What follows belongs to an exercise in optimizing a design on an open flow for small area; a production flow would make more cautious choices.
RTL that was checked went through simulation tests only; none was proved equivalent to the original.
Only the layout flow was run in run 2; the RTL was not checked for function there. No driver is modelled on the clock port, so clocking that relies on it looks cheaper here than on a real chip.

==> design.v <==
module cas (
  input  [7:0] a,
  input  [7:0] b,
  output [7:0] lo,
  output [7:0] hi
);
wire [8:0] gt;
assign gt[0] = 1'b0;
genvar i;
generate
  for (i = 0; i < 8; i = i + 1) begin : rip
    assign gt[i+1] = (a[i] & ~b[i]) | (gt[i] & (a[i] | ~b[i]));
  end
endgenerate
wire swap = gt[8];
assign lo = swap ? b : a;
assign hi = swap ? a : b;
endmodule
module casg #(parameter INV = 0) (
  input  [7:0] a,
  input  [7:0] b,
  output [7:0] lo,
  output [7:0] hi
);
wire [7:0] x = INV ? b : a;
wire [7:0] y = INV ? a : b;
wire [7:0] yn;
wire [8:1] c;
sky130_fd_sc_hd__nor2b_1 u_c1 (.A(y[0]), .B_N(x[0]), .Y(c[1]));
genvar i;
generate
  for (i = 1; i < 8; i = i + 1) begin : rip
    sky130_fd_sc_hd__inv_1 u_yn (.A(y[i]), .Y(yn[i]));
    sky130_fd_sc_hd__maj3_1 u_c (.A(x[i]), .B(yn[i]), .C(c[i]), .X(c[i+1]));
  end
endgenerate
wire s = c[8];
wire sn;
sky130_fd_sc_hd__inv_1 u_sn (.A(s), .Y(sn));
generate
  for (i = 0; i < 7; i = i + 1) begin : mux
    sky130_fd_sc_hd__o22ai_1 u_lo (.A1(s), .A2(a[i]), .B1(sn), .B2(b[i]), .Y(lo[i]));
    sky130_fd_sc_hd__o22ai_1 u_hi (.A1(s), .A2(b[i]), .B1(sn), .B2(a[i]), .Y(hi[i]));
  end
  if (INV) begin : top_inv
    sky130_fd_sc_hd__nor2_1 u_lo7 (.A(a[7]), .B(b[7]), .Y(lo[7]));
    sky130_fd_sc_hd__nand2_1 u_hi7 (.A(a[7]), .B(b[7]), .Y(hi[7]));
  end else begin : top_true
    sky130_fd_sc_hd__nand2_1 u_lo7 (.A(a[7]), .B(b[7]), .Y(lo[7]));
    sky130_fd_sc_hd__nor2_1 u_hi7 (.A(a[7]), .B(b[7]), .Y(hi[7]));
  end
endgenerate
endmodule
module casgm (
  input  [7:0] t,
  input  [7:0] nr,
  output [7:0] lo,
  output [7:0] hi
);
wire [8:1] c;
sky130_fd_sc_hd__and2_1 u_c1 (.A(t[0]), .B(nr[0]), .X(c[1]));
genvar i;
generate
  for (i = 1; i < 8; i = i + 1) begin : rip
    sky130_fd_sc_hd__maj3_1 u_c (.A(t[i]), .B(nr[i]), .C(c[i]), .X(c[i+1]));
  end
endgenerate
wire g = c[8];
wire gn;
sky130_fd_sc_hd__inv_1 u_gn (.A(g), .Y(gn));
wire [6:0] tn;
generate
  for (i = 0; i < 7; i = i + 1) begin : mux
    sky130_fd_sc_hd__inv_1 u_tn (.A(t[i]), .Y(tn[i]));
    sky130_fd_sc_hd__o22ai_1 u_lo (.A1(g), .A2(tn[i]), .B1(gn), .B2(nr[i]), .Y(lo[i]));
    sky130_fd_sc_hd__o22ai_1 u_hi (.A1(g), .A2(nr[i]), .B1(gn), .B2(tn[i]), .Y(hi[i]));
  end
endgenerate
sky130_fd_sc_hd__nor2b_1 u_lo7 (.A(nr[7]), .B_N(t[7]), .Y(lo[7]));
sky130_fd_sc_hd__nand2b_1 u_hi7 (.A_N(t[7]), .B(nr[7]), .Y(hi[7]));
endmodule
module casf #(parameter INV = 0) (
  input  [7:0] a,
  input  [7:0] b,
  output [7:0] lo,
  output [7:0] hi
);
wire [7:0] x = INV ? b : a;
wire [7:0] y = INV ? a : b;
wire [8:1] c;   
sky130_fd_sc_hd__nor2b_1 u_c1 (.A(y[0]), .B_N(x[0]), .Y(c[1]));
genvar i;
generate
  for (i = 1; i < 8; i = i + 1) begin : rip
    if (i % 2) begin : even_out
      wire g, p;
      sky130_fd_sc_hd__nor2b_1 u_g (.A(y[i]), .B_N(x[i]), .Y(g));
      sky130_fd_sc_hd__nand2b_1 u_p (.A_N(x[i]), .B(y[i]), .Y(p));
      sky130_fd_sc_hd__a21oi_1 u_c (.A1(p), .A2(c[i]), .B1(g), .Y(c[i+1]));
    end else begin : odd_out
      wire gn, pn;
      sky130_fd_sc_hd__nand2b_1 u_gn (.A_N(y[i]), .B(x[i]), .Y(gn));
      sky130_fd_sc_hd__nor2b_1 u_pn (.A(x[i]), .B_N(y[i]), .Y(pn));
      sky130_fd_sc_hd__o21ai_0 u_c (.A1(pn), .A2(c[i]), .B1(gn), .Y(c[i+1]));
    end
  end
endgenerate
wire sn = c[8];
wire s;
sky130_fd_sc_hd__inv_1 u_s (.A(sn), .Y(s));
generate
  for (i = 0; i < 7; i = i + 1) begin : mux
    sky130_fd_sc_hd__o22ai_1 u_lo (.A1(s), .A2(a[i]), .B1(sn), .B2(b[i]), .Y(lo[i]));
    sky130_fd_sc_hd__o22ai_1 u_hi (.A1(s), .A2(b[i]), .B1(sn), .B2(a[i]), .Y(hi[i]));
  end
  if (INV) begin : top_inv
    sky130_fd_sc_hd__nor2_1 u_lo7 (.A(a[7]), .B(b[7]), .Y(lo[7]));
    sky130_fd_sc_hd__nand2_1 u_hi7 (.A(a[7]), .B(b[7]), .Y(hi[7]));
  end else begin : top_true
    sky130_fd_sc_hd__nand2_1 u_lo7 (.A(a[7]), .B(b[7]), .Y(lo[7]));
    sky130_fd_sc_hd__nor2_1 u_hi7 (.A(a[7]), .B(b[7]), .Y(hi[7]));
  end
endgenerate
endmodule
module casfm (
  input  [7:0] t,
  input  [7:0] nr,
  output [7:0] lo,
  output [7:0] hi
);
wire [8:1] c;   
sky130_fd_sc_hd__and2_1 u_c1 (.A(t[0]), .B(nr[0]), .X(c[1]));
genvar i;
generate
  for (i = 1; i < 8; i = i + 1) begin : rip
    if (i % 2) begin : even_out
      wire g, p;
      sky130_fd_sc_hd__and2_1 u_g (.A(t[i]), .B(nr[i]), .X(g));
      sky130_fd_sc_hd__or2_1 u_p (.A(t[i]), .B(nr[i]), .X(p));
      sky130_fd_sc_hd__a21oi_1 u_c (.A1(p), .A2(c[i]), .B1(g), .Y(c[i+1]));
    end else begin : odd_out
      wire gn, pn;
      sky130_fd_sc_hd__nand2_1 u_gn (.A(t[i]), .B(nr[i]), .Y(gn));
      sky130_fd_sc_hd__nor2_1 u_pn (.A(t[i]), .B(nr[i]), .Y(pn));
      sky130_fd_sc_hd__o21ai_0 u_c (.A1(pn), .A2(c[i]), .B1(gn), .Y(c[i+1]));
    end
  end
endgenerate
wire gn = c[8];
wire g;
sky130_fd_sc_hd__inv_1 u_g (.A(gn), .Y(g));
wire [6:0] tn;
generate
  for (i = 0; i < 7; i = i + 1) begin : mux
    sky130_fd_sc_hd__inv_1 u_tn (.A(t[i]), .Y(tn[i]));
    sky130_fd_sc_hd__o22ai_1 u_lo (.A1(g), .A2(tn[i]), .B1(gn), .B2(nr[i]), .Y(lo[i]));
    sky130_fd_sc_hd__o22ai_1 u_hi (.A1(g), .A2(nr[i]), .B1(gn), .B2(tn[i]), .Y(hi[i]));
  end
endgenerate
sky130_fd_sc_hd__nor2b_1 u_lo7 (.A(nr[7]), .B_N(t[7]), .Y(lo[7]));
sky130_fd_sc_hd__nand2b_1 u_hi7 (.A_N(t[7]), .B(nr[7]), .Y(hi[7]));
endmodule











module top #(parameter n = 16, parameter k = 8)
(
  input clk,
  input rstn,
  input  [n * k - 1 : 0] in,
  output [n * k - 1 : 0] out
);
reg [4:0] age;
always @(posedge clk or negedge rstn) begin
  if (!rstn)
    age <= 5'd0;
  else if (age != 5'd17)
    age <= age + 5'd1;
end
wire valid = (age == 5'd17);
wire [7:0] x_0 = in[7:0];
wire [7:0] x_1 = in[15:8];
wire [7:0] x_2 = in[23:16];
wire [7:0] x_3 = in[31:24];
wire [7:0] x_4 = in[39:32];
wire [7:0] x_5 = in[47:40];
wire [7:0] x_6 = in[55:48];
wire [7:0] x_7 = in[63:56];
wire [7:0] x_8 = in[71:64];
wire [7:0] x_9 = in[79:72];
wire [7:0] x_10 = in[87:80];
wire [7:0] x_11 = in[95:88];
wire [7:0] x_12 = in[103:96];
wire [7:0] x_13 = in[111:104];
wire [7:0] x_14 = in[119:112];
wire [7:0] x_15 = in[127:120];
wire [7:0] c0_lo, c0_hi;
casg #(.INV(0)) u_cas0 (.a(x_0), .b(x_13), .lo(c0_lo), .hi(c0_hi));
wire [7:0] c1_lo, c1_hi;
casg #(.INV(0)) u_cas1 (.a(x_1), .b(x_12), .lo(c1_lo), .hi(c1_hi));
wire [7:0] c2_lo, c2_hi;
casg #(.INV(0)) u_cas2 (.a(x_2), .b(x_15), .lo(c2_lo), .hi(c2_hi));
wire [7:0] c3_lo, c3_hi;
casg #(.INV(0)) u_cas3 (.a(x_3), .b(x_14), .lo(c3_lo), .hi(c3_hi));
wire [7:0] c4_lo, c4_hi;
casg #(.INV(0)) u_cas4 (.a(x_4), .b(x_8), .lo(c4_lo), .hi(c4_hi));
wire [7:0] c5_lo, c5_hi;
casg #(.INV(0)) u_cas5 (.a(x_5), .b(x_6), .lo(c5_lo), .hi(c5_hi));
wire [7:0] c6_lo, c6_hi;
casg #(.INV(0)) u_cas6 (.a(x_7), .b(x_11), .lo(c6_lo), .hi(c6_hi));
wire [7:0] c7_lo, c7_hi;
casg #(.INV(0)) u_cas7 (.a(x_9), .b(x_10), .lo(c7_lo), .hi(c7_hi));
reg [127:0] s0;
always @(posedge clk) s0 <= {c2_hi, c3_hi, c0_hi, c1_hi, c6_hi, c7_hi, c7_lo, c4_hi, c6_lo, c5_hi, c5_lo, c4_lo, c3_lo, c2_lo, c1_lo, c0_lo};
wire [7:0] s0_0 = s0[7:0];
wire [7:0] s0_1 = s0[15:8];
wire [7:0] s0_2 = s0[23:16];
wire [7:0] s0_3 = s0[31:24];
wire [7:0] s0_4 = s0[39:32];
wire [7:0] s0_5 = s0[47:40];
wire [7:0] s0_6 = s0[55:48];
wire [7:0] s0_7 = s0[63:56];
wire [7:0] s0_8 = s0[71:64];
wire [7:0] s0_9 = s0[79:72];
wire [7:0] s0_10 = s0[87:80];
wire [7:0] s0_11 = s0[95:88];
wire [7:0] s0_12 = s0[103:96];
wire [7:0] s0_13 = s0[111:104];
wire [7:0] s0_14 = s0[119:112];
wire [7:0] s0_15 = s0[127:120];
wire [7:0] c8_lo, c8_hi;
casg #(.INV(1)) u_cas8 (.a(s0_0), .b(s0_5), .lo(c8_lo), .hi(c8_hi));
wire [7:0] c9_lo, c9_hi;
casg #(.INV(1)) u_cas9 (.a(s0_1), .b(s0_7), .lo(c9_lo), .hi(c9_hi));
wire [7:0] c10_lo, c10_hi;
casg #(.INV(1)) u_cas10 (.a(s0_2), .b(s0_9), .lo(c10_lo), .hi(c10_hi));
wire [7:0] c11_lo, c11_hi;
casg #(.INV(1)) u_cas11 (.a(s0_3), .b(s0_4), .lo(c11_lo), .hi(c11_hi));
wire [7:0] c12_lo, c12_hi;
casg #(.INV(1)) u_cas12 (.a(s0_6), .b(s0_13), .lo(c12_lo), .hi(c12_hi));
wire [7:0] c13_lo, c13_hi;
casg #(.INV(1)) u_cas13 (.a(s0_8), .b(s0_14), .lo(c13_lo), .hi(c13_hi));
wire [7:0] c14_lo, c14_hi;
casg #(.INV(1)) u_cas14 (.a(s0_10), .b(s0_15), .lo(c14_lo), .hi(c14_hi));
wire [7:0] c15_lo, c15_hi;
casg #(.INV(1)) u_cas15 (.a(s0_11), .b(s0_12), .lo(c15_lo), .hi(c15_hi));
reg [127:0] s1;
always @(posedge clk) s1 <= {c14_hi, c13_hi, c12_hi, c15_hi, c15_lo, c14_lo, c10_hi, c13_lo, c9_hi, c12_lo, c8_hi, c11_hi, c11_lo, c10_lo, c9_lo, c8_lo};
wire [7:0] s1_0 = s1[7:0];
wire [7:0] s1_1 = s1[15:8];
wire [7:0] s1_2 = s1[23:16];
wire [7:0] s1_3 = s1[31:24];
wire [7:0] s1_4 = s1[39:32];
wire [7:0] s1_5 = s1[47:40];
wire [7:0] s1_6 = s1[55:48];
wire [7:0] s1_7 = s1[63:56];
wire [7:0] s1_8 = s1[71:64];
wire [7:0] s1_9 = s1[79:72];
wire [7:0] s1_10 = s1[87:80];
wire [7:0] s1_11 = s1[95:88];
wire [7:0] s1_12 = s1[103:96];
wire [7:0] s1_13 = s1[111:104];
wire [7:0] s1_14 = s1[119:112];
wire [7:0] s1_15 = s1[127:120];
wire [7:0] c16_lo, c16_hi;
casg #(.INV(0)) u_cas16 (.a(s1_0), .b(s1_1), .lo(c16_lo), .hi(c16_hi));
wire [7:0] c17_lo, c17_hi;
casg #(.INV(0)) u_cas17 (.a(s1_2), .b(s1_3), .lo(c17_lo), .hi(c17_hi));
wire [7:0] c18_lo, c18_hi;
casg #(.INV(0)) u_cas18 (.a(s1_4), .b(s1_5), .lo(c18_lo), .hi(c18_hi));
wire [7:0] c19_lo, c19_hi;
casg #(.INV(0)) u_cas19 (.a(s1_6), .b(s1_8), .lo(c19_lo), .hi(c19_hi));
wire [7:0] c20_lo, c20_hi;
casg #(.INV(0)) u_cas20 (.a(s1_7), .b(s1_9), .lo(c20_lo), .hi(c20_hi));
wire [7:0] c21_lo, c21_hi;
casg #(.INV(0)) u_cas21 (.a(s1_10), .b(s1_11), .lo(c21_lo), .hi(c21_hi));
wire [7:0] c22_lo, c22_hi;
casg #(.INV(0)) u_cas22 (.a(s1_12), .b(s1_13), .lo(c22_lo), .hi(c22_hi));
wire [7:0] c23_lo, c23_hi;
casg #(.INV(0)) u_cas23 (.a(s1_14), .b(s1_15), .lo(c23_lo), .hi(c23_hi));
reg [127:0] s2;
always @(posedge clk) s2 <= {c23_hi, c23_lo, c22_hi, c22_lo, c21_hi, c21_lo, c20_hi, c19_hi, c20_lo, c19_lo, c18_hi, c18_lo, c17_hi, c17_lo, c16_hi, c16_lo};
wire [7:0] s2_0 = s2[7:0];
wire [7:0] s2_1 = s2[15:8];
wire [7:0] s2_2 = s2[23:16];
wire [7:0] s2_3 = s2[31:24];
wire [7:0] s2_4 = s2[39:32];
wire [7:0] s2_5 = s2[47:40];
wire [7:0] s2_6 = s2[55:48];
wire [7:0] s2_7 = s2[63:56];
wire [7:0] s2_8 = s2[71:64];
wire [7:0] s2_9 = s2[79:72];
wire [7:0] s2_10 = s2[87:80];
wire [7:0] s2_11 = s2[95:88];
wire [7:0] s2_12 = s2[103:96];
wire [7:0] s2_13 = s2[111:104];
wire [7:0] s2_14 = s2[119:112];
wire [7:0] s2_15 = s2[127:120];
wire [7:0] c24_lo, c24_hi;
casg #(.INV(1)) u_cas24 (.a(s2_0), .b(s2_2), .lo(c24_lo), .hi(c24_hi));
wire [7:0] c25_lo, c25_hi;
casg #(.INV(1)) u_cas25 (.a(s2_1), .b(s2_3), .lo(c25_lo), .hi(c25_hi));
wire [7:0] c26_lo, c26_hi;
casg #(.INV(1)) u_cas26 (.a(s2_4), .b(s2_10), .lo(c26_lo), .hi(c26_hi));
wire [7:0] c27_lo, c27_hi;
casg #(.INV(1)) u_cas27 (.a(s2_5), .b(s2_11), .lo(c27_lo), .hi(c27_hi));
wire [7:0] c28_lo, c28_hi;
casg #(.INV(1)) u_cas28 (.a(s2_6), .b(s2_7), .lo(c28_lo), .hi(c28_hi));
wire [7:0] c29_lo, c29_hi;
casg #(.INV(1)) u_cas29 (.a(s2_8), .b(s2_9), .lo(c29_lo), .hi(c29_hi));
wire [7:0] c30_lo, c30_hi;
casg #(.INV(1)) u_cas30 (.a(s2_12), .b(s2_14), .lo(c30_lo), .hi(c30_hi));
wire [7:0] c31_lo, c31_hi;
casg #(.INV(1)) u_cas31 (.a(s2_13), .b(s2_15), .lo(c31_lo), .hi(c31_hi));
reg [127:0] s3;
always @(posedge clk) s3 <= {c31_hi, c30_hi, c31_lo, c30_lo, c27_hi, c26_hi, c29_hi, c29_lo, c28_hi, c28_lo, c27_lo, c26_lo, c25_hi, c24_hi, c25_lo, c24_lo};
wire [7:0] s3_0 = s3[7:0];
wire [7:0] s3_1 = s3[15:8];
wire [7:0] s3_2 = s3[23:16];
wire [7:0] s3_3 = s3[31:24];
wire [7:0] s3_4 = s3[39:32];
wire [7:0] s3_5 = s3[47:40];
wire [7:0] s3_6 = s3[55:48];
wire [7:0] s3_7 = s3[63:56];
wire [7:0] s3_8 = s3[71:64];
wire [7:0] s3_9 = s3[79:72];
wire [7:0] s3_10 = s3[87:80];
wire [7:0] s3_11 = s3[95:88];
wire [7:0] s3_12 = s3[103:96];
wire [7:0] s3_13 = s3[111:104];
wire [7:0] s3_14 = s3[119:112];
wire [7:0] s3_15 = s3[127:120];
wire [7:0] c32_lo, c32_hi;
casg #(.INV(0)) u_cas32 (.a(s3_1), .b(s3_2), .lo(c32_lo), .hi(c32_hi));
wire [7:0] c33_lo, c33_hi;
casg #(.INV(0)) u_cas33 (.a(s3_3), .b(s3_12), .lo(c33_lo), .hi(c33_hi));
wire [7:0] c34_lo, c34_hi;
casg #(.INV(0)) u_cas34 (.a(s3_4), .b(s3_6), .lo(c34_lo), .hi(c34_hi));
wire [7:0] c35_lo, c35_hi;
casg #(.INV(0)) u_cas35 (.a(s3_5), .b(s3_7), .lo(c35_lo), .hi(c35_hi));
wire [7:0] c36_lo, c36_hi;
casg #(.INV(0)) u_cas36 (.a(s3_8), .b(s3_10), .lo(c36_lo), .hi(c36_hi));
wire [7:0] c37_lo, c37_hi;
casg #(.INV(0)) u_cas37 (.a(s3_9), .b(s3_11), .lo(c37_lo), .hi(c37_hi));
wire [7:0] c38_lo, c38_hi;
casg #(.INV(0)) u_cas38 (.a(s3_13), .b(s3_14), .lo(c38_lo), .hi(c38_hi));
reg [127:0] s4;
always @(posedge clk) s4 <= {s3_15, c38_hi, c38_lo, c33_hi, c37_hi, c36_hi, c37_lo, c36_lo, c35_hi, c34_hi, c35_lo, c34_lo, c33_lo, c32_hi, c32_lo, s3_0};
wire [7:0] s4_0 = s4[7:0];
wire [7:0] s4_1 = s4[15:8];
wire [7:0] s4_2 = s4[23:16];
wire [7:0] s4_3 = s4[31:24];
wire [7:0] s4_4 = s4[39:32];
wire [7:0] s4_5 = s4[47:40];
wire [7:0] s4_6 = s4[55:48];
wire [7:0] s4_7 = s4[63:56];
wire [7:0] s4_8 = s4[71:64];
wire [7:0] s4_9 = s4[79:72];
wire [7:0] s4_10 = s4[87:80];
wire [7:0] s4_11 = s4[95:88];
wire [7:0] s4_12 = s4[103:96];
wire [7:0] s4_13 = s4[111:104];
wire [7:0] s4_14 = s4[119:112];
wire [7:0] s4_15 = s4[127:120];
wire [7:0] c39_lo, c39_hi;
casg #(.INV(1)) u_cas39 (.a(s4_1), .b(s4_4), .lo(c39_lo), .hi(c39_hi));
wire [7:0] c40_lo, c40_hi;
casg #(.INV(1)) u_cas40 (.a(s4_2), .b(s4_6), .lo(c40_lo), .hi(c40_hi));
wire [7:0] c41_lo, c41_hi;
casg #(.INV(1)) u_cas41 (.a(s4_5), .b(s4_8), .lo(c41_lo), .hi(c41_hi));
wire [7:0] c42_lo, c42_hi;
casg #(.INV(1)) u_cas42 (.a(s4_7), .b(s4_10), .lo(c42_lo), .hi(c42_hi));
wire [7:0] c43_lo, c43_hi;
casg #(.INV(1)) u_cas43 (.a(s4_9), .b(s4_13), .lo(c43_lo), .hi(c43_hi));
wire [7:0] c44_lo, c44_hi;
casg #(.INV(1)) u_cas44 (.a(s4_11), .b(s4_14), .lo(c44_lo), .hi(c44_hi));
reg [127:0] s5;
always @(posedge clk) s5 <= {s4_15, c44_hi, c43_hi, s4_12, c44_lo, c42_hi, c43_lo, c41_hi, c42_lo, c40_hi, c41_lo, c39_hi, s4_3, c40_lo, c39_lo, s4_0};
wire [7:0] s5_0 = s5[7:0];
wire [7:0] s5_1 = s5[15:8];
wire [7:0] s5_2 = s5[23:16];
wire [7:0] s5_3 = s5[31:24];
wire [7:0] s5_4 = s5[39:32];
wire [7:0] s5_5 = s5[47:40];
wire [7:0] s5_6 = s5[55:48];
wire [7:0] s5_7 = s5[63:56];
wire [7:0] s5_8 = s5[71:64];
wire [7:0] s5_9 = s5[79:72];
wire [7:0] s5_10 = s5[87:80];
wire [7:0] s5_11 = s5[95:88];
wire [7:0] s5_12 = s5[103:96];
wire [7:0] s5_13 = s5[111:104];
wire [7:0] s5_14 = s5[119:112];
wire [7:0] s5_15 = s5[127:120];
wire [7:0] c45_lo, c45_hi;
casg #(.INV(0)) u_cas45 (.a(s5_2), .b(s5_4), .lo(c45_lo), .hi(c45_hi));
wire [7:0] c46_lo, c46_hi;
casgm u_cas46 (.t(s5_6), .nr(s5_3), .lo(c46_lo), .hi(c46_hi));
wire [7:0] c47_lo, c47_hi;
casgm u_cas47 (.t(s5_9), .nr(s5_12), .lo(c47_lo), .hi(c47_hi));
wire [7:0] c48_lo, c48_hi;
casg #(.INV(0)) u_cas48 (.a(s5_11), .b(s5_13), .lo(c48_lo), .hi(c48_hi));
reg [127:0] s6;
always @(posedge clk) s6 <= {s5_15, s5_14, c48_hi, c47_hi, c48_lo, s5_10, c47_lo, s5_8, s5_7, c46_hi, s5_5, c45_hi, c46_lo, c45_lo, s5_1, s5_0};
wire [7:0] s6_0 = s6[7:0];
wire [7:0] s6_1 = s6[15:8];
wire [7:0] s6_2 = s6[23:16];
wire [7:0] s6_3 = s6[31:24];
wire [7:0] s6_4 = s6[39:32];
wire [7:0] s6_5 = s6[47:40];
wire [7:0] s6_6 = s6[55:48];
wire [7:0] s6_7 = s6[63:56];
wire [7:0] s6_8 = s6[71:64];
wire [7:0] s6_9 = s6[79:72];
wire [7:0] s6_10 = s6[87:80];
wire [7:0] s6_11 = s6[95:88];
wire [7:0] s6_12 = s6[103:96];
wire [7:0] s6_13 = s6[111:104];
wire [7:0] s6_14 = s6[119:112];
wire [7:0] s6_15 = s6[127:120];
wire [7:0] c49_lo, c49_hi;
casg #(.INV(0)) u_cas49 (.a(s6_3), .b(s6_5), .lo(c49_lo), .hi(c49_hi));
wire [7:0] c50_lo, c50_hi;
casg #(.INV(0)) u_cas50 (.a(s6_6), .b(s6_8), .lo(c50_lo), .hi(c50_hi));
wire [7:0] c51_lo, c51_hi;
casg #(.INV(0)) u_cas51 (.a(s6_7), .b(s6_9), .lo(c51_lo), .hi(c51_hi));
wire [7:0] c52_lo, c52_hi;
casg #(.INV(0)) u_cas52 (.a(s6_10), .b(s6_12), .lo(c52_lo), .hi(c52_hi));
reg [127:0] s7;
always @(posedge clk) s7 <= {s6_15, s6_14, s6_13, c52_hi, s6_11, c52_lo, c51_hi, c50_hi, c51_lo, c50_lo, c49_hi, s6_4, c49_lo, s6_2, s6_1, s6_0};
wire [7:0] s7_0 = s7[7:0];
wire [7:0] s7_1 = s7[15:8];
wire [7:0] s7_2 = s7[23:16];
wire [7:0] s7_3 = s7[31:24];
wire [7:0] s7_4 = s7[39:32];
wire [7:0] s7_5 = s7[47:40];
wire [7:0] s7_6 = s7[55:48];
wire [7:0] s7_7 = s7[63:56];
wire [7:0] s7_8 = s7[71:64];
wire [7:0] s7_9 = s7[79:72];
wire [7:0] s7_10 = s7[87:80];
wire [7:0] s7_11 = s7[95:88];
wire [7:0] s7_12 = s7[103:96];
wire [7:0] s7_13 = s7[111:104];
wire [7:0] s7_14 = s7[119:112];
wire [7:0] s7_15 = s7[127:120];
wire [7:0] t1 = ~s7_2;
wire [7:0] t2 = ~s7_3;
wire [7:0] t3 = ~s7_4;
wire [7:0] t4 = ~s7_5;
wire [7:0] t5 = ~s7_6;
wire [7:0] t6 = ~s7_7;
wire [7:0] t7 = ~s7_8;
wire [7:0] t8 = ~s7_9;
wire [7:0] t9 = ~s7_10;
wire [7:0] t10 = ~s7_11;
wire [7:0] t11 = ~s7_12;
wire [7:0] t12 = ~s7_13;
wire [7:0] c53_lo, c53_hi;
casf #(.INV(1)) u_cas53 (.a(s7_3), .b(s7_4), .lo(c53_lo), .hi(c53_hi));
wire [7:0] c54_lo, c54_hi;
casf #(.INV(1)) u_cas54 (.a(s7_5), .b(s7_6), .lo(c54_lo), .hi(c54_hi));
wire [7:0] c55_lo, c55_hi;
casf #(.INV(1)) u_cas55 (.a(s7_7), .b(s7_8), .lo(c55_lo), .hi(c55_hi));
wire [7:0] c56_lo, c56_hi;
casf #(.INV(1)) u_cas56 (.a(s7_9), .b(s7_10), .lo(c56_lo), .hi(c56_hi));
wire [7:0] c57_lo, c57_hi;
casf #(.INV(1)) u_cas57 (.a(s7_11), .b(s7_12), .lo(c57_lo), .hi(c57_hi));
wire [7:0] c58_lo, c58_hi;
casf #(.INV(0)) u_cas58 (.a(c54_hi), .b(c55_lo), .lo(c58_lo), .hi(c58_hi));
wire [7:0] c59_lo, c59_hi;
casf #(.INV(0)) u_cas59 (.a(c55_hi), .b(c56_lo), .lo(c59_lo), .hi(c59_hi));
wire [95:0] low = {s7_15[5:0], s7_14[5:0], s7_13[5:0], c57_hi[5:0], c57_lo[5:0], c56_hi[5:0], c59_hi[5:0], c59_lo[5:0], c58_hi[5:0], c58_lo[5:0], c54_lo[5:0], c53_hi[5:0], c53_lo[5:0], s7_2[5:0], s7_1[5:0], s7_0[5:0]};
wire [15:0] z1;
assign z1[0] = (~s7_0[7] & ~s7_0[6]);
assign z1[1] = (~s7_1[7] & ~s7_1[6]);
assign z1[2] = (~t1[7] & ~t1[6]);
assign z1[3] = ((~t2[7] & ~t2[6]) | (~t3[7] & ~t3[6]));
assign z1[4] = ((~t2[7] & ~t2[6]) & (~t3[7] & ~t3[6]));
assign z1[5] = ((~t4[7] & ~t4[6]) | (~t5[7] & ~t5[6]));
assign z1[6] = (((~t4[7] & ~t4[6]) & (~t5[7] & ~t5[6])) | ((~t6[7] & ~t6[6]) | (~t7[7] & ~t7[6])));
assign z1[7] = (((~t4[7] & ~t4[6]) & (~t5[7] & ~t5[6])) & ((~t6[7] & ~t6[6]) | (~t7[7] & ~t7[6])));
assign z1[8] = (((~t6[7] & ~t6[6]) & (~t7[7] & ~t7[6])) | ((~t8[7] & ~t8[6]) | (~t9[7] & ~t9[6])));
assign z1[9] = (((~t6[7] & ~t6[6]) & (~t7[7] & ~t7[6])) & ((~t8[7] & ~t8[6]) | (~t9[7] & ~t9[6])));
assign z1[10] = ((~t8[7] & ~t8[6]) & (~t9[7] & ~t9[6]));
assign z1[11] = ((~t10[7] & ~t10[6]) | (~t11[7] & ~t11[6]));
assign z1[12] = ((~t10[7] & ~t10[6]) & (~t11[7] & ~t11[6]));
assign z1[13] = (~t12[7] & ~t12[6]);
assign z1[14] = (~s7_14[7] & ~s7_14[6]);
assign z1[15] = (~s7_15[7] & ~s7_15[6]);
wire [15:0] z2;
assign z2[0] = (~s7_0[7]);
assign z2[1] = (~s7_1[7]);
assign z2[2] = (~t1[7]);
assign z2[3] = ((~t2[7]) | (~t3[7]));
assign z2[4] = ((~t2[7]) & (~t3[7]));
assign z2[5] = ((~t4[7]) | (~t5[7]));
assign z2[6] = (((~t4[7]) & (~t5[7])) | ((~t6[7]) | (~t7[7])));
assign z2[7] = (((~t4[7]) & (~t5[7])) & ((~t6[7]) | (~t7[7])));
assign z2[8] = (((~t6[7]) & (~t7[7])) | ((~t8[7]) | (~t9[7])));
assign z2[9] = (((~t6[7]) & (~t7[7])) & ((~t8[7]) | (~t9[7])));
assign z2[10] = ((~t8[7]) & (~t9[7]));
assign z2[11] = ((~t10[7]) | (~t11[7]));
assign z2[12] = ((~t10[7]) & (~t11[7]));
assign z2[13] = (~t12[7]);
assign z2[14] = (~s7_14[7]);
assign z2[15] = (~s7_15[7]);
wire [15:0] z3;
assign z3[0] = (~(s7_0[7] & s7_0[6]));
assign z3[1] = (~(s7_1[7] & s7_1[6]));
assign z3[2] = (~(t1[7] & t1[6]));
assign z3[3] = ((~(t2[7] & t2[6])) | (~(t3[7] & t3[6])));
assign z3[4] = ((~(t2[7] & t2[6])) & (~(t3[7] & t3[6])));
assign z3[5] = ((~(t4[7] & t4[6])) | (~(t5[7] & t5[6])));
assign z3[6] = (((~(t4[7] & t4[6])) & (~(t5[7] & t5[6]))) | ((~(t6[7] & t6[6])) | (~(t7[7] & t7[6]))));
assign z3[7] = (((~(t4[7] & t4[6])) & (~(t5[7] & t5[6]))) & ((~(t6[7] & t6[6])) | (~(t7[7] & t7[6]))));
assign z3[8] = (((~(t6[7] & t6[6])) & (~(t7[7] & t7[6]))) | ((~(t8[7] & t8[6])) | (~(t9[7] & t9[6]))));
assign z3[9] = (((~(t6[7] & t6[6])) & (~(t7[7] & t7[6]))) & ((~(t8[7] & t8[6])) | (~(t9[7] & t9[6]))));
assign z3[10] = ((~(t8[7] & t8[6])) & (~(t9[7] & t9[6])));
assign z3[11] = ((~(t10[7] & t10[6])) | (~(t11[7] & t11[6])));
assign z3[12] = ((~(t10[7] & t10[6])) & (~(t11[7] & t11[6])));
assign z3[13] = (~(t12[7] & t12[6]));
assign z3[14] = (~(s7_14[7] & s7_14[6]));
assign z3[15] = (~(s7_15[7] & s7_15[6]));
wire [4:0] n1 = therm2bin(z1), n2 = therm2bin(z2), n3 = therm2bin(z3);
wire [1:0] full = {n2[4], n3[4] & ~n2[4] | n1[4]};
reg [109:0] e8;
always @(posedge clk) e8 <= {full, n3[3:0], n2[3:0], n1[3:0], low};
reg [109:0] e9;
always @(posedge clk) e9 <= e8;
reg [109:0] e10;
always @(posedge clk) e10 <= e9;
reg [109:0] e11;
always @(posedge clk) e11 <= e10;
reg [109:0] e12;
always @(posedge clk) e12 <= e11;
reg [109:0] e13;
always @(posedge clk) e13 <= e12;
reg [109:0] e14;
always @(posedge clk) e14 <= e13;
reg [109:0] e15;
always @(posedge clk) e15 <= e14;
reg [109:0] e16;
always @(posedge clk) e16 <= e15;
wire [1:0] nfull = e16[109:108];
localparam [15:0] lowpol = 16'b0010001111000100;
wire [4:0] cnt1 = {nfull == 2'd3, e16[99:96]};
wire [4:0] cnt2 = {nfull[1], e16[103:100]};
wire [4:0] cnt3 = {nfull != 2'd0, e16[107:104]};
genvar h;
generate
  for (h = 0; h < 16; h = h + 1) begin : expand
    wire b7 = (h >= cnt2);
    wire b6 = ((h >= cnt1) && (h < cnt2)) || (h >= cnt3);
    assign out[8*h+7 -: 8] = valid ? {b7, b6, e16[6*h+5 -: 6] ^ {6{lowpol[h]}}} : 8'd0;
  end
endgenerate
function [4:0] therm2bin;
  input [15:0] z;
  begin
    therm2bin[4] = z[15];
    therm2bin[3] = z[7] & ~z[15];
    therm2bin[2] = (z[3] & ~z[7]) | (z[11] & ~z[15]);
    therm2bin[1] = (z[1] & ~z[3]) | (z[5] & ~z[7]) | (z[9] & ~z[11]) | (z[13] & ~z[15]);
    therm2bin[0] = (z[0] & ~z[1]) | (z[2] & ~z[3]) | (z[4] & ~z[5]) | (z[6] & ~z[7]) |
                   (z[8] & ~z[9]) | (z[10] & ~z[11]) | (z[12] & ~z[13]) | (z[14] & ~z[15]);
  end
endfunction
endmodule
==> flow/run.sh <==
#!/bin/bash
# Standard synthesis and layout, with these changes to how the layout is made:
#  - the RTL's gate modules (sky_<cell>) are mapped to the sky130 cells of
#    the same function before synthesis (cellmap.py), so synthesis keeps them;
#  - after synthesis, 2:1 mux cells that share a select are rewritten as
#    o22a/o22ai cells with one inverter per select (muxrw.py);
#  - the ports are buffered with the smallest buffer;
#  - clock tree synthesis adds no dummy loads and clusters up to 30 sinks;
#  - after placement repair, gates with slack are downsized, then slew and
#    capacitance are repaired again (post_resize.tcl).
set -euo pipefail
F=$(pwd)/flow
R=orfs/results/sky130hd/top/base
export BUFFER_PORTS_ARGS="-buffer_cell sky130_fd_sc_hd__buf_1"
export CTS_ARGS="-sink_clustering_enable -repair_clock_nets -dont_use_dummy_load -sink_clustering_size 30 -sink_clustering_max_diameter 80 -buf_list {sky130_fd_sc_hd__clkbuf_8 sky130_fd_sc_hd__clkbuf_16}"
export POST_RESIZE_TCL=$F/post_resize.tcl
cp design.v design.rtl.v
python3 $F/cellmap.py design.rtl.v design.v > cellmap.log 2>&1
bash standard.sh synth > synth.log 2>&1
cp $R/1_2_yosys.v $R/1_2_yosys.std.v
python3 $F/muxrw.py $R/1_2_yosys.std.v $R/1_2_yosys.v > muxrw.log 2>&1
rm -f $R/1_synth.odb
bash standard.sh synth > synth_odb.log 2>&1
bash standard.sh finish > layout.log 2>&1
==> flow/cellmap.py <==
#!/usr/bin/env python3
"""Map the design's gate modules (sky_<cell>) to the sky130_fd_sc_hd cells.

The RTL models a few gates as modules named sky_<cell>, with the cells'
functions and pin names.  This drops those module definitions and makes each
instance of sky_<cell> an instance of sky130_fd_sc_hd__<cell>, so that
synthesis keeps those gates as they are.
Usage: cellmap.py IN.v OUT.v
"""
import re, sys

src = open(sys.argv[1]).read()
src, n = re.subn(r'\bmodule\s+sky_\w+\s*\(.*?\bendmodule\b', '', src, flags=re.S)
src, m = re.subn(r'\bsky_(\w+)(\s+\w+\s*\()', r'sky130_fd_sc_hd__\1\2', src)
assert 'sky_' not in re.sub(r'sky130_fd_sc_hd__', '', src), 'unmapped sky_ name'
open(sys.argv[2], 'w').write(src)
print('cellmap: %d gate modules dropped, %d instances mapped' % (n, m))
==> flow/muxrw.py <==
#!/usr/bin/env python3
"""Rewrite 2:1 multiplexer cells of a Yosys netlist as OR-AND gates.

A select net that drives several mux2/mux2i cells gets one inverter, and each
of those cells becomes an o22a (mux2) or o22ai (mux2i) cell, which is
smaller:  S ? A1 : A0  ==  (S | A0) & (~S | A1).
Usage: muxrw.py IN.v OUT.v
"""
import re, sys, collections

src = open(sys.argv[1]).read()
inst_re = re.compile(r'(\n\s*)(sky130_fd_sc_hd__(mux2i?)_\d+)\s+(\S+)\s*\((.*?)\);', re.S)
pin_re = re.compile(r'\.(\w+)\(\s*(.*?)\s*\)\s*(?:,|$)', re.S)

def pins(body):
    # escaped identifiers keep the space that ends them
    return {m.group(1): (m.group(2) + ' ' if m.group(2).startswith('\\') else m.group(2))
            for m in pin_re.finditer(body.strip())}

muxes = []
count = None
for m in inst_re.finditer(src):
    muxes.append((m, pins(m.group(5))))


# existing inverters of a select net
inv_re = re.compile(r'sky130_fd_sc_hd__(?:inv|clkinv)_\d+\s+\S+\s*\((.*?)\);', re.S)
have_inv = {}
for m in inv_re.finditer(src):
    p = pins(m.group(1))
    if 'A' in p and 'Y' in p:
        have_inv.setdefault(p['A'], p['Y'])

# buffers: a select net is inverted at the root of its buffer tree
buf_re = re.compile(r'sky130_fd_sc_hd__(?:buf|clkbuf)_\d+\s+\S+\s*\((.*?)\);', re.S)
buf_in = {}
for m in buf_re.finditer(src):
    p = pins(m.group(1))
    if 'A' in p and 'X' in p:
        buf_in[p['X']] = p['A']
def root(s):
    while s in buf_in:
        s = buf_in[s]
    return s

count = collections.Counter(root(p['S']) for _, p in muxes)
new_inv = {}
def sel_n(s):
    r = root(s)
    if r in have_inv:
        return have_inv[r]
    if r not in new_inv:
        new_inv[r] = '\\muxrw_sn%d ' % len(new_inv)
    return new_inv[r]

out = []
pos = 0
nrw = 0
for m, p in muxes:
    s = p['S']
    if count[root(s)] < 2 and root(s) not in have_inv:
        continue
    sn = sel_n(s)
    if m.group(3) == 'mux2i':
        cell, o = 'sky130_fd_sc_hd__o22ai_1', '.Y(%s)' % p['Y']
    else:
        cell, o = 'sky130_fd_sc_hd__o22a_1', '.X(%s)' % p['X']
    out.append(src[pos:m.start()])
    out.append('%s%s %s (.A1(%s), .A2(%s), .B1(%s), .B2(%s), %s);' %
               (m.group(1), cell, m.group(4), s, p['A0'], sn, p['A1'], o))
    pos = m.end()
    nrw += 1
out.append(src[pos:])
res = ''.join(out)
decl = []
for i, (s, sn) in enumerate(new_inv.items()):
    decl.append(' wire %s;' % sn)
    decl.append(' sky130_fd_sc_hd__inv_1 \\muxrw_inv%d  (.A(%s), .Y(%s));' % (i, s, sn))
k = res.rindex('endmodule')
res = res[:k] + '\n'.join(decl) + '\n' + res[k:]
open(sys.argv[2], 'w').write(res)
print('muxrw: %d muxes rewritten, %d inverters added, %d reused' %
      (nrw, len(new_inv), len([s for s in count if s in have_inv])))
==> flow/post_resize.tcl <==
# After placement-based repair: downsize gates whose paths have slack, then
# repair max slew / capacitance / fanout again.
repair_timing -recover_power 100 -verbose
repair_design_helper
==> standard.sh <==
#!/bin/bash
# synth_recipe.tcl (not shown) runs the flow's synth.tcl, then flattens the netlist and writes it again
# the make line also repeats each setting of config.mk as NAME=value (left out here)
make -C /OpenROAD-flow-scripts/flow DESIGN_CONFIG=/design/flow/config.mk WORK_HOME=/design/flow/orfs CLKGATE_MAP_FILE= SYNTH_SCRIPT=/design/flow/synth_recipe.tcl "${@:-finish}"
==> config.mk <==
export PLATFORM = sky130hd
export DESIGN_NAME = top
export DESIGN_NICKNAME = top
export VERILOG_FILES = /design/flow/design.v
export SDC_FILE = /design/flow/constraint.sdc
export NUM_CORES = 4
export LEC_CHECK = 0
export CAP_MARGIN = 20
export CORE_MARGIN = 2
export CORE_UTILIZATION = 60
export SETUP_SLACK_MARGIN = 0.15
export SLEW_MARGIN = 20
==> constraint.sdc <==
create_clock -name core_clock -period 4.0 [get_ports {clk}]
set_input_delay 0.8000 -clock core_clock [delete_from_list [all_inputs] [get_ports {clk}]]
set_output_delay 0.8000 -clock core_clock [all_outputs]
set_load 0.01 [all_outputs]
==> results of run 1 <==
## flip-flops by register name, indices dropped and copies added, names as in the netlist
name  flops
s3      128
e11     110
s6      128
s1      128
s0      128
e14     110
e13     110
e15     110
e9      110
e10     110
e16     110
s5      128
s2      128
s4      128
e12     110
age       5
s7      128
e8      110
## worst paths after layout
kind	to
max	s7[64]
min	s4[4]
max reg2reg	s7[64]
min reg2reg	s4[4]
max in group asynchronous	age[3]
min in group asynchronous	age[2]
## area by class of cell
type / instances / area, µm²
timing repair buffer: 348 / 1628
tap: 1176 / 1471
timing repair inverter: 1 / 7.507
inverter: 442 / 1715
fill: 6868 / 30280
clock buffer: 78 / 1952
antenna: 4 / 10.01
multi-input combinational: 1804 / 12500
sequential: 2019 / 40450
## cells by family after synthesis
logic type               share of synthesized area (%)
AO/OA/AOI/OAI                                    11.02
AND/OR/NAND/NOR                                  4.490
buffers and inverters                            3.318
flip-flops                                       74.12
XOR/XNOR                                       0.06420
adder cells (fa/ha/maj)                          6.989
## worst max-delay path, cell delays in order (launching register included)
cell	delay [ns]
dfxtp_1	0.42
nor2b_1	0.08
maj3_1	0.37
maj3_1	0.36
maj3_1	0.36
maj3_1	0.37
maj3_1	0.36
maj3_1	0.36
maj3_1	0.41
buf_4	0.22
o22ai_2	0.33
## per-stage QoR
| stage | instances | utilization (%) | TNS (ns) | setup WS (ns) |
|---|---|---|---|---|
| finish | 5872 | 66.36 | 0 | 0.2116 |
| detailed placement | 5786 | 63.86 | -0.7540 | -0.04542 |
| floorplan | 4293 | - | 0 | 0.1578 |
| global route | 5871 | 66.36 | 0 | 0.01731 |
| global placement | 5786 | 63.93 | 0 | 0.05121 |
| CTS | 5865 | 66.07 | 0 | 0.1544 |
## synth_stat cells (all sizes together) (3+ instances only)
library cell and number:
o22a 4, ha 8, a31oi 4, buf 16
maj3 371, dfrtp 5, nand4 3, o21ai 33
a22oi 7, o22ai 833, a32oi 3, o211ai 3
a21oi 44, and3 6, clkbuf 12, nand2 73
nand3 10, nor2b 111, nor2 111, and2 65
xnor2 4, nor4 5, or2 7, inv 442
o21a 4, nor3 6, dfxtp 2014, or3 3
nand2b 52
## routing by layer
layer	part of all wire, %	vias to the layer above
met1	44	13990
li1	-	15680
met4	4.3	0
met5	0	-
met3	3.5	155
met2	48	634
## repair_timing
| action | in CTS | in global routing |
|---|---|---|
| endpoints found under the hold margin | 5 | 0 |
| pin swaps | 0 | 1 |
| setup buffers | 0 | 2 |
| resized for setup | 6 | 59 |
| cloned | 0 | 1 |
| hold buffers | 1 | 0 |
| endpoints found under the setup margin | 59 | 129 |
==> summary.txt, run 1 <==
Routing
  • Number of vias per cell: 5.186
  • Antenna-violating nets left: 0
  • Iteration-0 DRC Markers: 1904
  • DRC: 0
  • Detailed Route WL: 99.30 mm
  • Vias: 30450
  • DRT Pass-1 Iters: 5
  • Wirelength per Cell: 16.91 µm

Critical path
  • Critical path arrival: 4.32 ns
  • Crit Path Max Fanout: 14
  • Crit start category: register
  • Crit Path Category: reg2reg
  • Start point of the critical path: s6[64]
  • CP Data Required Time: 4.53 ns
  • R2r setup slk: 0.21 ns
  • Worst R2R Path Depth: 10
  • Crit end category: register
  • R2r startpoint: s6[64]

Synth
  • Yosys warns: 1
  • Mean post-synth cell area: 12.71 µm²
  • Post-synth top flop: dfxtp_1
  • Unique masters post-synth: 60
  • Post-Syn Area: 54570 µm²
  • Post-synth net total: 4431
  • EDFF count, synth: 0
  • Asr flop ratio synth: 0.2476%
  • Post-synth top area share: 73.89%
  • Seq/Total Area, Yosys: 74.12%
  • Cells after Synth: 4293
  • Number of synthesized register bits: 2019
  • Main area contributors after synthesis: dfxtp_1 74%, o22ai_1 9.6%, maj3_1 6.8%
  • Synth area leader: dfxtp_1

Timing
  • Worst-margin pin slew: 0.9285 ns
  • Clk_skew: 0.06734 ns
  • Hold Vio Cnt, Final: 0
  • Max-Slew Margin vs Limit: 38.10%
  • Final setup viols: 0
  • Max frequency: 264.0 MHz
  • Period utilization: 94.71%
  • Tmin final: 3.788 ns
  • Hold WS: 0.2836 ns
  • RSZ-0062 raised after global routing: true
  • Final Max Slew Viols: 0

Die
  • Total core area: 90010 µm²
  • Die area: 93370 µm²
  • Site row count: 110
  • Die X: 305.6 µm
  • Effective utilization at floorplan: 60.62%
  • IO Pins: 258
  • Die height: 305.6 µm

CTS
  • Max Root-Sink Buffers: 3
  • Total CTS buffers: 78
  • Clk sinks: 2019
  • Clock Latency Late Sink: 0.66 ns
  • CTS tree: done
  • Clock transition at the registers of the reported paths: 0.10 ns
  • H-tree Lvls: 3
  • CTS Root Cell: clkbuf_16

Min path
  • Hold path depth: 0
  • HP Class: reg2reg
  • Worst hold start: s3[4]

GRT
  • Routing usage on met2: 36.52%
  • Total track usage: 20.95%
  • Vias in the first global route: 28850
  • First-pass GRT wire length: 153.7 mm
  • GRT met1 Usage: 26.16%
  • Met3 Usage GRT: 2.607%
  • Initial antenna violation count: 2
  • Largest net degree at the start of global routing: 46
  • Gr busiest metal: met2
  • Remaining global-route overflow: 0

Place
  • Post-DP Area: 57480 µm²
  • Placed wire-length estimate: 74.59 mm
  • IO Port Bufs: 257
  • Routability congestion estimate: 0.8942

Run status
  • Status: no timing/DRC/antenna violations

Cells and area
  • Nets: 4832
  • Most common cell after layout, fill and taps aside: dfxtp_1
  • Share of layout cells above drive strength 1: 5.136%
  • Area growth from synthesis to layout: 9.461%
  • Post-Layout Inst Area: 59730 µm²
  • Most frequent cells in the layout: 2010 x dfxtp_1, 810 x o22ai_1, 414 x inv_1

Flow run
  • Max-cap violations: 0
==> run 2, diff against run 1 <==
--- a/design.v
+++ b/design.v
@@ -341,17 +341,29 @@
 wire [7:0] c32_lo, c32_hi;
-casg #(.INV(0)) u_cas32 (.a(s3_1), .b(s3_2), .lo(c32_lo), .hi(c32_hi));
+casf #(.INV(0)) u_cas32 (.a(s3_1), .b(s3_2), .lo(c32_lo), .hi(c32_hi));
 wire [7:0] c33_lo, c33_hi;
-casg #(.INV(0)) u_cas33 (.a(s3_3), .b(s3_12), .lo(c33_lo), .hi(c33_hi));
+casf #(.INV(0)) u_cas33 (.a(s3_3), .b(s3_12), .lo(c33_lo), .hi(c33_hi));
 wire [7:0] c34_lo, c34_hi;
-casg #(.INV(0)) u_cas34 (.a(s3_4), .b(s3_6), .lo(c34_lo), .hi(c34_hi));
+casf #(.INV(0)) u_cas34 (.a(s3_4), .b(s3_6), .lo(c34_lo), .hi(c34_hi));
 wire [7:0] c35_lo, c35_hi;
-casg #(.INV(0)) u_cas35 (.a(s3_5), .b(s3_7), .lo(c35_lo), .hi(c35_hi));
+casf #(.INV(0)) u_cas35 (.a(s3_5), .b(s3_7), .lo(c35_lo), .hi(c35_hi));
 wire [7:0] c36_lo, c36_hi;
-casg #(.INV(0)) u_cas36 (.a(s3_8), .b(s3_10), .lo(c36_lo), .hi(c36_hi));
+casf #(.INV(0)) u_cas36 (.a(s3_8), .b(s3_10), .lo(c36_lo), .hi(c36_hi));
 wire [7:0] c37_lo, c37_hi;
-casg #(.INV(0)) u_cas37 (.a(s3_9), .b(s3_11), .lo(c37_lo), .hi(c37_hi));
+casf #(.INV(0)) u_cas37 (.a(s3_9), .b(s3_11), .lo(c37_lo), .hi(c37_hi));
 wire [7:0] c38_lo, c38_hi;
-casg #(.INV(0)) u_cas38 (.a(s3_13), .b(s3_14), .lo(c38_lo), .hi(c38_hi));
+casf #(.INV(0)) u_cas38 (.a(s3_13), .b(s3_14), .lo(c38_lo), .hi(c38_hi));
+wire [7:0] c39_lo, c39_hi;
+casf #(.INV(1)) u_cas39 (.a(c32_lo), .b(c34_lo), .lo(c39_lo), .hi(c39_hi));
+wire [7:0] c40_lo, c40_hi;
+casf #(.INV(1)) u_cas40 (.a(c32_hi), .b(c34_hi), .lo(c40_lo), .hi(c40_hi));
+wire [7:0] c41_lo, c41_hi;
+casf #(.INV(1)) u_cas41 (.a(c35_lo), .b(c36_lo), .lo(c41_lo), .hi(c41_hi));
+wire [7:0] c42_lo, c42_hi;
+casf #(.INV(1)) u_cas42 (.a(c35_hi), .b(c36_hi), .lo(c42_lo), .hi(c42_hi));
+wire [7:0] c43_lo, c43_hi;
+casf #(.INV(1)) u_cas43 (.a(c37_lo), .b(c38_lo), .lo(c43_lo), .hi(c43_hi));
+wire [7:0] c44_lo, c44_hi;
+casf #(.INV(1)) u_cas44 (.a(c37_hi), .b(c38_hi), .lo(c44_lo), .hi(c44_hi));
 reg [127:0] s4;
-always @(posedge clk) s4 <= {s3_15, c38_hi, c38_lo, c33_hi, c37_hi, c36_hi, c37_lo, c36_lo, c35_hi, c34_hi, c35_lo, c34_lo, c33_lo, c32_hi, c32_lo, s3_0};
+always @(posedge clk) s4 <= {s3_15, c44_hi, c43_hi, c33_hi, c44_lo, c42_hi, c43_lo, c41_hi, c42_lo, c40_hi, c41_lo, c39_hi, c33_lo, c40_lo, c39_lo, s3_0};
 wire [7:0] s4_0 = s4[7:0];
@@ -372,16 +384,20 @@
 wire [7:0] s4_15 = s4[127:120];
-wire [7:0] c39_lo, c39_hi;
-casg #(.INV(1)) u_cas39 (.a(s4_1), .b(s4_4), .lo(c39_lo), .hi(c39_hi));
-wire [7:0] c40_lo, c40_hi;
-casg #(.INV(1)) u_cas40 (.a(s4_2), .b(s4_6), .lo(c40_lo), .hi(c40_hi));
-wire [7:0] c41_lo, c41_hi;
-casg #(.INV(1)) u_cas41 (.a(s4_5), .b(s4_8), .lo(c41_lo), .hi(c41_hi));
-wire [7:0] c42_lo, c42_hi;
-casg #(.INV(1)) u_cas42 (.a(s4_7), .b(s4_10), .lo(c42_lo), .hi(c42_hi));
-wire [7:0] c43_lo, c43_hi;
-casg #(.INV(1)) u_cas43 (.a(s4_9), .b(s4_13), .lo(c43_lo), .hi(c43_hi));
-wire [7:0] c44_lo, c44_hi;
-casg #(.INV(1)) u_cas44 (.a(s4_11), .b(s4_14), .lo(c44_lo), .hi(c44_hi));
+wire [7:0] c45_lo, c45_hi;
+casf #(.INV(0)) u_cas45 (.a(s4_2), .b(s4_4), .lo(c45_lo), .hi(c45_hi));
+wire [7:0] c46_lo, c46_hi;
+casfm u_cas46 (.t(s4_6), .nr(s4_3), .lo(c46_lo), .hi(c46_hi));
+wire [7:0] c47_lo, c47_hi;
+casfm u_cas47 (.t(s4_9), .nr(s4_12), .lo(c47_lo), .hi(c47_hi));
+wire [7:0] c48_lo, c48_hi;
+casf #(.INV(0)) u_cas48 (.a(s4_11), .b(s4_13), .lo(c48_lo), .hi(c48_hi));
+wire [7:0] c49_lo, c49_hi;
+casf #(.INV(0)) u_cas49 (.a(c46_lo), .b(s4_5), .lo(c49_lo), .hi(c49_hi));
+wire [7:0] c50_lo, c50_hi;
+casf #(.INV(0)) u_cas50 (.a(c46_hi), .b(s4_8), .lo(c50_lo), .hi(c50_hi));
+wire [7:0] c51_lo, c51_hi;
+casf #(.INV(0)) u_cas51 (.a(s4_7), .b(c47_lo), .lo(c51_lo), .hi(c51_hi));
+wire [7:0] c52_lo, c52_hi;
+casf #(.INV(0)) u_cas52 (.a(s4_10), .b(c47_hi), .lo(c52_lo), .hi(c52_hi));
 reg [127:0] s5;
-always @(posedge clk) s5 <= {s4_15, c44_hi, c43_hi, s4_12, c44_lo, c42_hi, c43_lo, c41_hi, c42_lo, c40_hi, c41_lo, c39_hi, s4_3, c40_lo, c39_lo, s4_0};
+always @(posedge clk) s5 <= {s4_15, s4_14, c48_hi, c52_hi, c48_lo, c52_lo, c51_hi, c50_hi, c51_lo, c50_lo, c49_hi, c45_hi, c49_lo, c45_lo, s4_1, s4_0};
 wire [7:0] s5_0 = s5[7:0];
@@ -402,76 +418,24 @@
 wire [7:0] s5_15 = s5[127:120];
-wire [7:0] c45_lo, c45_hi;
-casg #(.INV(0)) u_cas45 (.a(s5_2), .b(s5_4), .lo(c45_lo), .hi(c45_hi));
-wire [7:0] c46_lo, c46_hi;
-casgm u_cas46 (.t(s5_6), .nr(s5_3), .lo(c46_lo), .hi(c46_hi));
-wire [7:0] c47_lo, c47_hi;
-casgm u_cas47 (.t(s5_9), .nr(s5_12), .lo(c47_lo), .hi(c47_hi));
-wire [7:0] c48_lo, c48_hi;
-casg #(.INV(0)) u_cas48 (.a(s5_11), .b(s5_13), .lo(c48_lo), .hi(c48_hi));
-reg [127:0] s6;
-always @(posedge clk) s6 <= {s5_15, s5_14, c48_hi, c47_hi, c48_lo, s5_10, c47_lo, s5_8, s5_7, c46_hi, s5_5, c45_hi, c46_lo, c45_lo, s5_1, s5_0};
-wire [7:0] s6_0 = s6[7:0];
-wire [7:0] s6_1 = s6[15:8];
-wire [7:0] s6_2 = s6[23:16];
-wire [7:0] s6_3 = s6[31:24];
-wire [7:0] s6_4 = s6[39:32];
-wire [7:0] s6_5 = s6[47:40];
-wire [7:0] s6_6 = s6[55:48];
-wire [7:0] s6_7 = s6[63:56];
-wire [7:0] s6_8 = s6[71:64];
-wire [7:0] s6_9 = s6[79:72];
-wire [7:0] s6_10 = s6[87:80];
-wire [7:0] s6_11 = s6[95:88];
-wire [7:0] s6_12 = s6[103:96];
-wire [7:0] s6_13 = s6[111:104];
-wire [7:0] s6_14 = s6[119:112];
-wire [7:0] s6_15 = s6[127:120];
-wire [7:0] c49_lo, c49_hi;
-casg #(.INV(0)) u_cas49 (.a(s6_3), .b(s6_5), .lo(c49_lo), .hi(c49_hi));
-wire [7:0] c50_lo, c50_hi;
-casg #(.INV(0)) u_cas50 (.a(s6_6), .b(s6_8), .lo(c50_lo), .hi(c50_hi));
-wire [7:0] c51_lo, c51_hi;
-casg #(.INV(0)) u_cas51 (.a(s6_7), .b(s6_9), .lo(c51_lo), .hi(c51_hi));
-wire [7:0] c52_lo, c52_hi;
-casg #(.INV(0)) u_cas52 (.a(s6_10), .b(s6_12), .lo(c52_lo), .hi(c52_hi));
-reg [127:0] s7;
-always @(posedge clk) s7 <= {s6_15, s6_14, s6_13, c52_hi, s6_11, c52_lo, c51_hi, c50_hi, c51_lo, c50_lo, c49_hi, s6_4, c49_lo, s6_2, s6_1, s6_0};
-wire [7:0] s7_0 = s7[7:0];
-wire [7:0] s7_1 = s7[15:8];
-wire [7:0] s7_2 = s7[23:16];
-wire [7:0] s7_3 = s7[31:24];
-wire [7:0] s7_4 = s7[39:32];
-wire [7:0] s7_5 = s7[47:40];
-wire [7:0] s7_6 = s7[55:48];
-wire [7:0] s7_7 = s7[63:56];
-wire [7:0] s7_8 = s7[71:64];
-wire [7:0] s7_9 = s7[79:72];
-wire [7:0] s7_10 = s7[87:80];
-wire [7:0] s7_11 = s7[95:88];
-wire [7:0] s7_12 = s7[103:96];
-wire [7:0] s7_13 = s7[111:104];
-wire [7:0] s7_14 = s7[119:112];
-wire [7:0] s7_15 = s7[127:120];
-wire [7:0] t1 = ~s7_2;
-wire [7:0] t2 = ~s7_3;
-wire [7:0] t3 = ~s7_4;
-wire [7:0] t4 = ~s7_5;
-wire [7:0] t5 = ~s7_6;
-wire [7:0] t6 = ~s7_7;
-wire [7:0] t7 = ~s7_8;
-wire [7:0] t8 = ~s7_9;
-wire [7:0] t9 = ~s7_10;
-wire [7:0] t10 = ~s7_11;
-wire [7:0] t11 = ~s7_12;
-wire [7:0] t12 = ~s7_13;
+wire [7:0] t1 = ~s5_2;
+wire [7:0] t2 = ~s5_3;
+wire [7:0] t3 = ~s5_4;
+wire [7:0] t4 = ~s5_5;
+wire [7:0] t5 = ~s5_6;
+wire [7:0] t6 = ~s5_7;
+wire [7:0] t7 = ~s5_8;
+wire [7:0] t8 = ~s5_9;
+wire [7:0] t9 = ~s5_10;
+wire [7:0] t10 = ~s5_11;
+wire [7:0] t11 = ~s5_12;
+wire [7:0] t12 = ~s5_13;
 wire [7:0] c53_lo, c53_hi;
-casf #(.INV(1)) u_cas53 (.a(s7_3), .b(s7_4), .lo(c53_lo), .hi(c53_hi));
+casf #(.INV(1)) u_cas53 (.a(s5_3), .b(s5_4), .lo(c53_lo), .hi(c53_hi));
 wire [7:0] c54_lo, c54_hi;
-casf #(.INV(1)) u_cas54 (.a(s7_5), .b(s7_6), .lo(c54_lo), .hi(c54_hi));
+casf #(.INV(1)) u_cas54 (.a(s5_5), .b(s5_6), .lo(c54_lo), .hi(c54_hi));
 wire [7:0] c55_lo, c55_hi;
-casf #(.INV(1)) u_cas55 (.a(s7_7), .b(s7_8), .lo(c55_lo), .hi(c55_hi));
+casf #(.INV(1)) u_cas55 (.a(s5_7), .b(s5_8), .lo(c55_lo), .hi(c55_hi));
 wire [7:0] c56_lo, c56_hi;
-casf #(.INV(1)) u_cas56 (.a(s7_9), .b(s7_10), .lo(c56_lo), .hi(c56_hi));
+casf #(.INV(1)) u_cas56 (.a(s5_9), .b(s5_10), .lo(c56_lo), .hi(c56_hi));
 wire [7:0] c57_lo, c57_hi;
-casf #(.INV(1)) u_cas57 (.a(s7_11), .b(s7_12), .lo(c57_lo), .hi(c57_hi));
+casf #(.INV(1)) u_cas57 (.a(s5_11), .b(s5_12), .lo(c57_lo), .hi(c57_hi));
 wire [7:0] c58_lo, c58_hi;
@@ -480,6 +444,6 @@
 casf #(.INV(0)) u_cas59 (.a(c55_hi), .b(c56_lo), .lo(c59_lo), .hi(c59_hi));
-wire [95:0] low = {s7_15[5:0], s7_14[5:0], s7_13[5:0], c57_hi[5:0], c57_lo[5:0], c56_hi[5:0], c59_hi[5:0], c59_lo[5:0], c58_hi[5:0], c58_lo[5:0], c54_lo[5:0], c53_hi[5:0], c53_lo[5:0], s7_2[5:0], s7_1[5:0], s7_0[5:0]};
+wire [95:0] low = {s5_15[5:0], s5_14[5:0], s5_13[5:0], c57_hi[5:0], c57_lo[5:0], c56_hi[5:0], c59_hi[5:0], c59_lo[5:0], c58_hi[5:0], c58_lo[5:0], c54_lo[5:0], c53_hi[5:0], c53_lo[5:0], s5_2[5:0], s5_1[5:0], s5_0[5:0]};
 wire [15:0] z1;
-assign z1[0] = (~s7_0[7] & ~s7_0[6]);
-assign z1[1] = (~s7_1[7] & ~s7_1[6]);
+assign z1[0] = (~s5_0[7] & ~s5_0[6]);
+assign z1[1] = (~s5_1[7] & ~s5_1[6]);
 assign z1[2] = (~t1[7] & ~t1[6]);
@@ -496,7 +460,7 @@
 assign z1[13] = (~t12[7] & ~t12[6]);
-assign z1[14] = (~s7_14[7] & ~s7_14[6]);
-assign z1[15] = (~s7_15[7] & ~s7_15[6]);
+assign z1[14] = (~s5_14[7] & ~s5_14[6]);
+assign z1[15] = (~s5_15[7] & ~s5_15[6]);
 wire [15:0] z2;
-assign z2[0] = (~s7_0[7]);
-assign z2[1] = (~s7_1[7]);
+assign z2[0] = (~s5_0[7]);
+assign z2[1] = (~s5_1[7]);
 assign z2[2] = (~t1[7]);
@@ -513,7 +477,7 @@
 assign z2[13] = (~t12[7]);
-assign z2[14] = (~s7_14[7]);
-assign z2[15] = (~s7_15[7]);
+assign z2[14] = (~s5_14[7]);
+assign z2[15] = (~s5_15[7]);
 wire [15:0] z3;
-assign z3[0] = (~(s7_0[7] & s7_0[6]));
-assign z3[1] = (~(s7_1[7] & s7_1[6]));
+assign z3[0] = (~(s5_0[7] & s5_0[6]));
+assign z3[1] = (~(s5_1[7] & s5_1[6]));
 assign z3[2] = (~(t1[7] & t1[6]));
@@ -530,8 +494,12 @@
 assign z3[13] = (~(t12[7] & t12[6]));
-assign z3[14] = (~(s7_14[7] & s7_14[6]));
-assign z3[15] = (~(s7_15[7] & s7_15[6]));
+assign z3[14] = (~(s5_14[7] & s5_14[6]));
+assign z3[15] = (~(s5_15[7] & s5_15[6]));
 wire [4:0] n1 = therm2bin(z1), n2 = therm2bin(z2), n3 = therm2bin(z3);
 wire [1:0] full = {n2[4], n3[4] & ~n2[4] | n1[4]};
+reg [109:0] e6;
+always @(posedge clk) e6 <= {full, n3[3:0], n2[3:0], n1[3:0], low};
+reg [109:0] e7;
+always @(posedge clk) e7 <= e6;
 reg [109:0] e8;
-always @(posedge clk) e8 <= {full, n3[3:0], n2[3:0], n1[3:0], low};
+always @(posedge clk) e8 <= e7;
 reg [109:0] e9;
==> summary.txt, run 2 <==
Timing
  • Hold Vio Cnt, Final: 0
  • Period utilization: 94.68%
  • Max frequency: 264.0 MHz
  • Worst setup margin: 0.2127 ns
  • Worst-margin pin slew: 0.8680 ns
  • Final Max Slew Viols: 0
  • Hold WS: 0.3025 ns
  • Final setup viols: 0
  • Tmin final: 3.787 ns
  • Clk_skew: 0.09445 ns
  • Max-Slew Margin vs Limit: 42.13%
  • RSZ-0062 raised after global routing: true

Die
  • Die X: 305.0 µm
  • Effective utilization at floorplan: 60.48%
  • IO Pins: 258
  • Die height: 305.0 µm
  • Site row count: 110
  • Total core area: 89870 µm²
  • Die area: 93020 µm²

Synth
  • Post-Syn Area: 54360 µm²
  • EDFF count, synth: 0
  • Post-synth top area share: 72.85%
  • Cells after Synth: 4422
  • Synth area leader: dfxtp_1
  • Unique masters post-synth: 52
  • Main area contributors after synthesis: dfxtp_1 73%, o22ai_1 9.6%, maj3_1 4.1%
  • Commonest cells in the netlist: 1978 x dfxtp_1, 833 x o22ai_1, 306 x inv_1
  • Post-synth net total: 4560
  • Most frequent cell after synthesis: dfxtp_1
  • Seq/Total Area, Yosys: 73.08%
  • Number of synthesized register bits: 1983
  • Post-synth top flop: dfxtp_1
  • Yosys warns: 1
  • Asr flop ratio synth: 0.2521%
  • Mean post-synth cell area: 12.29 µm²

Routing
  • DRC: 0
  • Vias: 32130
  • Antenna-violating nets left: 0
  • Wirelength per Cell: 17.30 µm
  • Detailed Route WL: 105.0 mm
  • Iteration-0 DRC Markers: 2069
  • Number of vias per cell: 5.295
  • DRT Pass-1 Iters: 6

Place
  • Placed insts: 5921
  • Routability congestion estimate: 0.9207
  • Placed wire-length estimate: 77.70 mm
  • Place WS: -0.06879 ns
  • IO Port Bufs: 257

CTS
  • Clock Latency Late Sink: 0.68 ns
  • CTS Root Cell: clkbuf_16
  • Max Root-Sink Buffers: 3
  • H-tree Lvls: 3
  • Clock transition at the registers of the reported paths: 0.11 ns
  • Total CTS buffers: 78
  • CTS tree: done
  • Clk sinks: 1983

GRT
  • Largest net degree at the start of global routing: 42
  • Vias in the first global route: 28760
  • Total track usage: 21.47%
  • First-pass GRT wire length: 156.6 mm
  • Initial antenna violation count: 0
  • Remaining global-route overflow: 0

Cells and area
  • Most frequent cells in the layout: 1960 x dfxtp_1, 719 x o22ai_1, 264 x inv_1
  • Most common cell after layout, fill and taps aside: dfxtp_1
  • Final cell count without fillers: 6068
  • Share of layout cells above drive strength 1: 9.039%
  • Area growth from synthesis to layout: 12.37%
  • Fill cells: 6738
  • Layout Utilization: 67.96%
  • Nets: 5030

Min path
  • HP Class: reg2reg

Critical path
  • CP Data Required Time: 4.50 ns
  • Crit Path Category: reg2reg
  • Critical path arrival: 4.29 ns
  • Crit start category: register
  • Crit end category: register
  • Crit Path Max Fanout: 14

Flow run
  • Max-cap violations: 0

Run status
  • Status: no timing/DRC/antenna violations
run 2: path summary, 6_finish.rpt:
check / startpoint / to / slack [ns] / cells past startpoint
hold / removal: e13[69] / e14[69] / 0.30 / 0
min in group asynchronous: rstn / age[0] / 0.50 / 2
setup reg to reg: s2[80] / s3[34] / 0.21 / 10
setup / recovery: s2[80] / s3[34] / 0.21 / 10
hold reg to reg: e13[69] / e14[69] / 0.30 / 0
max in group asynchronous: rstn / age[1] / 3.25 / 2
run 2: critical path, stage by stage (launching register included):
cell and delay (ns):
dfxtp_2 0.38, nor2b_1 0.15, maj3_1 0.36, maj3_1 0.38
maj3_1 0.37, maj3_1 0.37, maj3_1 0.37, maj3_1 0.36
maj3_1 0.41, buf_4 0.22, o22ai_1 0.30
run 2: logic make-up after synthesis:
| kind of cell | Yosys count | share of synthesized area (%) |
|---|---|---|
| compound gates | 1096 | 12.19 |
| xor+xnor | 4 | 0.06444 |
| fa+ha+maj | 232 | 4.309 |
| buf+inv | 329 | 2.366 |
| flops | 1983 | 73.08 |
| simple gates | 778 | 7.996 |
run 2: what timing repair did:
item / in CTS / in global routing
gates cloned: 0 / 12
hold buffers: 1 / 0
hold endpoints to repair: 5 / 0
resized for setup: 17 / 247
setup endpoints to repair: 70 / 271
pin swaps: 0 / 46
buffers inserted: 0 / 54
run 2: through the flow:
step	cell area [µm²]	TNS, ns
3_5_place_dp	57350	-1.930
4_1_cts	59400	0
3_3_place_gp	57410	0
6_report	61080	0
5_1_grt	61080	-0.007576
2_1_floorplan	54430	0
run 2: per-layer routing:
| layer | track usage, % | wire, µm | part of all wire [%] | vias up |
|---|---|---|---|---|
| met5 | 0 | 0 | 0 | - |
| met4 | 7.679 | 3550 | 3.4 | 0 |
| met3 | 2.183 | 3899 | 3.7 | 151 |
| met2 | 37.95 | 51480 | 49 | 740 |
| met1 | 27.36 | 46040 | 44 | 14900 |
| li1 | - | - | - | 16340 |
run 2: area by class of cell:
| cell class | instances | area [µm²] | share of cell area [%] |
|---|---|---|---|
| timing repair inverter | 9 | 67.56 | 0.1106 |
| clock buffer | 78 | 1952 | 3.196 |
| multi-input combinational | 2110 | 14480 | 23.71 |
| antenna | 2 | 5.005 | 0.008194 |
| timing repair buffer | 404 | 2115 | 3.462 |
| sequential | 1983 | 39750 | 65.08 |
| tap | 1176 | 1471 | 2.409 |
| inverter | 306 | 1235 | 2.022 |

[separate check: timing with driven ports]
No port has a modelled driver above. Below, the same layouts with a new extraction and two added sets of constraints. Step 1 sets driving cells, clkbuf_16 on the clock port and buf_2 on the other inputs (assumed; they add their load-dependent delay and slew). Step 2, shift: input delay + t, output delay - t, t = (earliest + latest rising clock arrival at the registers) / 2. This alone moves slack from input paths to output paths. a / b / c = ideal ports / drivers / drivers and shift; a / b = the first two.
run	t, ns	setup slack, ns	worst setup path after step 2
run 1	0.709	0.212 / 0.212 / -0.063	input to register
run 2	0.699	0.213 / 0.213 / -0.065	input to register
Met with ideal ports but missed after step 2: setup timing in run 1 and run 2. For run 2, which loses most, drivers alone change the setup slack by 0.000 ns; drivers and shift together by -0.278 ns.
